Context: an optimization exercise on an open-source flow, tuned for small area and a short achievable clock period. The choices shown serve that exercise and are no tape-out recipe.
In this exercise RTL edits were held to simulation tests only and were not proved equivalent to the original.

Setup of alpha:
==> module top_module_d11, before the edit <==
module top_module_d11(
    i_clk,
    i_reset,
    i_start,
    i_load,
    i_enc_dec,
    i_pt1,
    i_pt2,
    i_key1,
    i_key2,
    i_r,
    o_ct1,
    o_ct2,
    o_done
);
input  i_start;
input  i_clk;
input  i_reset;
input  i_enc_dec;
input  i_load;
input  [191 : 0] i_r;
input  [63 : 0] i_pt1;
input  [63 : 0] i_pt2;
input  [127 : 0] i_key1;
input  [127 : 0] i_key2;
output wire [63 : 0] o_ct1;
output wire [63 : 0] o_ct2;
output wire o_done;
localparam [63:0] ALPHA = 64'hc0ac29b7c97c50dd;
reg        idle;
reg        halt;
reg        done_reg;
reg  [4:0] cnt;      
reg        m_fw;     
reg        m_bw;     
reg        enc_dec_reg;
wire load_now  = idle & i_load;
wire start_now = idle & ~i_load & i_start;
wire last      = ~idle & ~halt & (cnt == 5'd23);
always @(posedge i_clk or posedge i_reset)
begin
    if (i_reset == 1'b1) begin
        idle     <= 1'b1;
        halt     <= 1'b0;
        done_reg <= 1'b0;
    end else begin
        done_reg <= last;
        if (start_now)
            idle <= 1'b0;
        else if (halt && !i_start)
            idle <= 1'b1;
        if (last)
            halt <= 1'b1;
        else if (!i_start)
            halt <= 1'b0;
    end
end
always @(posedge i_clk)
begin
    if (idle) begin
        cnt  <= 5'd1;
        m_fw <= 1'b1;
        m_bw <= 1'b0;
    end else begin
        cnt  <= cnt + 5'd1;
        m_fw <= (cnt < 5'd11);
        m_bw <= (cnt >= 5'd13);
    end
end
always @(posedge i_clk)
begin
    if (load_now)
        enc_dec_reg <= i_enc_dec;
end
assign o_done = done_reg;
reg  [4:0] rsel;
reg        rflip;
reg  [4:0] rsel_next;
always @(*) begin
    case (cnt[4:1])
        4'd0:  rsel_next = 5'b00001;    
        4'd1:  rsel_next = 5'b00010;    
        4'd2:  rsel_next = 5'b00100;
        4'd3:  rsel_next = 5'b01000;
        4'd4:  rsel_next = 5'b10000;    
        4'd6:  rsel_next = 5'b10000;    
        4'd7:  rsel_next = 5'b01000;
        4'd8:  rsel_next = 5'b00100;
        4'd9:  rsel_next = 5'b00010;
        default: rsel_next = 5'b00001;  
    endcase
end
always @(posedge i_clk)
begin
    rsel  <= rsel_next;
    rflip <= (cnt >= 5'd11) ^ enc_dec_reg;
end
localparam [63:0] RC1 = 64'h13198a2e03707344;
localparam [63:0] RC2 = 64'ha4093822299f31d0;
localparam [63:0] RC3 = 64'h082efa98ec4e6c89;
localparam [63:0] RC4 = 64'h452821e638d01377;
localparam [63:0] RC5 = 64'hbe5466cf34e90c6c;
wire [63:0] rc = (({64{rsel[0]}} & RC1) | ({64{rsel[1]}} & RC2) |
                  ({64{rsel[2]}} & RC3) | ({64{rsel[3]}} & RC4) |
                  ({64{rsel[4]}} & RC5)) ^ ({64{rflip}} & ALPHA);
reg  [63:0] k1_1, k1_2;
reg  [63:0] kw_1, kw_2;
wire [63:0] ik0f_1, ik0f_2;
out_key_share_flip in_ok1(.in_key(i_key1[127:64]), .out_key(ik0f_1));
out_key_share_flip in_ok2(.in_key(i_key2[127:64]), .out_key(ik0f_2));
wire [63:0] k0in_1  = i_enc_dec ? ik0f_1 : i_key1[127:64];
wire [63:0] k0in_2  = i_enc_dec ? ik0f_2 : i_key2[127:64];
wire [63:0] k0out_1 = i_enc_dec ? i_key1[127:64] : ik0f_1;
wire [63:0] k0out_2 = i_enc_dec ? i_key2[127:64] : ik0f_2;
always @(posedge i_clk)
begin
    if (load_now) begin
        k1_1 <= i_key1[63:0];
        k1_2 <= i_key2[63:0];
        kw_1 <= k0out_1 ^ i_key1[63:0] ^ (i_enc_dec ? 64'h0 : ALPHA);
        kw_2 <= k0out_2 ^ i_key2[63:0];
    end
end
reg  [63:0] st1, st2;
reg  [31:0] sreg [15:0];
wire [63:0] comp1, comp2;
genvar i;
generate
for (i = 0; i < 16; i = i + 1) begin : SB
    wire [7:0] so1, so2, so3, so4;
    wire [7:0] rm1, rm2, rm3, rm4;
    s sbox(
        .in1 (st1[4*i + 3 : 4*i]),
        .in2 (st2[4*i + 3 : 4*i]),
        .out1(so1),
        .out2(so2),
        .out3(so3),
        .out4(so4)
    );
    sbox_rmsk rmsk(
        .in1 (so1),
        .in2 (so2),
        .in3 (so3),
        .in4 (so4),
        .in_rand (i_r[11 + 12*i : 12*i]),
        .out1(rm1),
        .out2(rm2),
        .out3(rm3),
        .out4(rm4)
    );
    always @(posedge i_clk)
        sreg[i] <= {rm4, rm3, rm2, rm1};
    assign comp1[4*i + 0] = ^sreg[i][ 3: 0];
    assign comp2[4*i + 0] = ^sreg[i][ 7: 4];
    assign comp1[4*i + 1] = ^sreg[i][11: 8];
    assign comp2[4*i + 1] = ^sreg[i][15:12];
    assign comp1[4*i + 2] = ^sreg[i][19:16];
    assign comp2[4*i + 2] = ^sreg[i][23:20];
    assign comp1[4*i + 3] = ^sreg[i][27:24];
    assign comp2[4*i + 3] = ^sreg[i][31:28];
end
endgenerate
wire [63:0] rk1 = k1_1 ^ rc;
wire [63:0] rk2 = k1_2;
wire [63:0] oa1, oa2;
affine_2sh outaff(.in1(comp1), .in2(comp2), .out1(oa1), .out2(oa2));
wire [63:0] bk1, bk2;
inv_sr_2sh invsr(.in1(oa1 ^ rk1), .in2(oa2 ^ rk2), .out1(bk1), .out2(bk2));
wire [63:0] z1 = m_bw ? bk1 : comp1;
wire [63:0] z2 = m_bw ? bk2 : comp2;
wire [63:0] w1, w2;
mprime_cir_2sh mprime(.in1(z1), .in2(z2), .out1(w1), .out2(w2));
wire [63:0] ws1, ws2;
sr_2sh srows(.in1(w1), .in2(w2), .out1(ws1), .out2(ws2));
wire [63:0] wa1, wa2;
affine_2sh inaff(.in1(w1), .in2(w2), .out1(wa1), .out2(wa2));
wire [63:0] rv1 = m_fw ? (ws1 ^ rk1) : wa1;
wire [63:0] rv2 = m_fw ? (ws2 ^ rk2) : wa2;
wire [63:0] x0_1 = i_pt1 ^ k0in_1 ^ i_key1[63:0] ^ (i_enc_dec ? ALPHA : 64'h0);
wire [63:0] x0_2 = i_pt2 ^ k0in_2 ^ i_key2[63:0];
always @(posedge i_clk)
begin
    if (idle) begin
        if (i_load) begin
            st1 <= x0_1;
            st2 <= x0_2;
        end
    end else begin
        st1 <= rv1;
        st2 <= rv2;
    end
end
assign o_ct1 = oa1 ^ kw_1;
assign o_ct2 = oa2 ^ kw_2;
endmodule
export LEC_CHECK = 0
export CAP_MARGIN = 20
export CORE_MARGIN = 2
export CORE_UTILIZATION = 65
export SLEW_MARGIN = 20
create_clock -name core_clock -period 10.0 [get_ports {i_clk}]
standard.sh (not shown) runs the stock make flow with config.mk's settings and CLKGATE_MAP_FILE= SYNTH_SCRIPT=/design/flow/synth_recipe.tcl, a recipe that flattens the netlist after the stock synthesis.
==> flow/flow/run.sh <==
#!/bin/bash
set -euo pipefail
export BUFFER_PORTS_ARGS="-buffer_cell sky130_fd_sc_hd__buf_1"
bash standard.sh SETUP_SLACK_MARGIN=5.5 finish > standard_flow.log 2>&1
### alpha -> beta
--- a/flow/design.v
+++ b/flow/design.v
@@ -1186,6 +1186,6 @@
 reg        done_reg;
 reg  [4:0] cnt;      
-reg        m_fw;     
-reg        m_bw;     
+reg  [3:0] m_fw;     
+reg  [3:0] m_bw;     
 reg        enc_dec_reg;
 wire load_now  = idle & i_load;
@@ -1214,10 +1214,10 @@
     if (idle) begin
         cnt  <= 5'd1;
-        m_fw <= 1'b1;
-        m_bw <= 1'b0;
+        m_fw <= 4'b0011;
+        m_bw <= 4'b0101;
     end else begin
         cnt  <= cnt + 5'd1;
-        m_fw <= (cnt < 5'd11);
-        m_bw <= (cnt >= 5'd13);
+        m_fw <= {cnt < 5'd10, cnt < 5'd11, cnt < 5'd10, cnt < 5'd11};
+        m_bw <= {cnt >= 5'd12, cnt >= 5'd12, cnt >= 5'd13, cnt >= 5'd13};
     end
 end
@@ -1321,6 +1321,8 @@
 wire [63:0] bk1, bk2;
 inv_sr_2sh invsr(.in1(oa1 ^ rk1), .in2(oa2 ^ rk2), .out1(bk1), .out2(bk2));
-wire [63:0] z1 = m_bw ? bk1 : comp1;
-wire [63:0] z2 = m_bw ? bk2 : comp2;
+wire [63:0] sel_bw = {{16{m_bw[3]}}, {16{m_bw[2]}}, {16{m_bw[1]}}, {16{m_bw[0]}}};
+wire [63:0] sel_fw = {{16{m_fw[3]}}, {16{m_fw[2]}}, {16{m_fw[1]}}, {16{m_fw[0]}}};
+wire [63:0] z1 = (sel_bw & bk1) | (~sel_bw & comp1);
+wire [63:0] z2 = (sel_bw & bk2) | (~sel_bw & comp2);
 wire [63:0] w1, w2;
 mprime_cir_2sh mprime(.in1(z1), .in2(z2), .out1(w1), .out2(w2));
@@ -1329,6 +1331,6 @@
 wire [63:0] wa1, wa2;
 affine_2sh inaff(.in1(w1), .in2(w2), .out1(wa1), .out2(wa2));
-wire [63:0] rv1 = m_fw ? (ws1 ^ rk1) : wa1;
-wire [63:0] rv2 = m_fw ? (ws2 ^ rk2) : wa2;
+wire [63:0] rv1 = (sel_fw & (ws1 ^ rk1)) | (~sel_fw & wa1);
+wire [63:0] rv2 = (sel_fw & (ws2 ^ rk2)) | (~sel_fw & wa2);
 wire [63:0] x0_1 = i_pt1 ^ k0in_1 ^ i_key1[63:0] ^ (i_enc_dec ? ALPHA : 64'h0);
 wire [63:0] x0_2 = i_pt2 ^ k0in_2 ^ i_key2[63:0];
--- outcome ---
First-iteration DRC count (beta / alpha): 1.10
Going from alpha to beta, core utilization neither gained nor lost much; global-route met1 utilization picked up an extra 1.2 points; final instance area neither gained nor lost much; met2 wire length picked up an extra 2.3 mm.
NOTE detail-routed net length per standard cell alpha->beta increased by a few percent

port drivers added, routing unchanged:
The results above use ideal ports. As a check the final layouts listed here were re-extracted and re-timed, cells and wires unchanged. Step 1 sets driving cells, clkbuf_16 on the clock port and buf_2 on the other inputs (assumed; they add their load-dependent delay and slew). Step 2 adds t to the input delays and takes it off the output delays; t is the mean of the earliest and latest rising clock arrival at the registers after step 1. Input paths then give back, and output paths get back, about the clock's delay inside the block. a / b / c = ideal ports / drivers / drivers and shift; a / b = the first two.
| run | t (ns) | slack for setup (ns) | worst setup path after step 2 | worst register clock-pin slew, ns | pins driven straight from the clock port |
|---|---|---|---|---|---|
| alpha | 0.756 | 5.483 / 5.406 / 5.490 | input to register | 0.07 / 0.07 | 1 |
| beta | 0.772 | 5.431 / 5.354 / 5.435 | input to register | 0.07 / 0.07 | 1 |
After both steps every run listed still meets setup and hold.
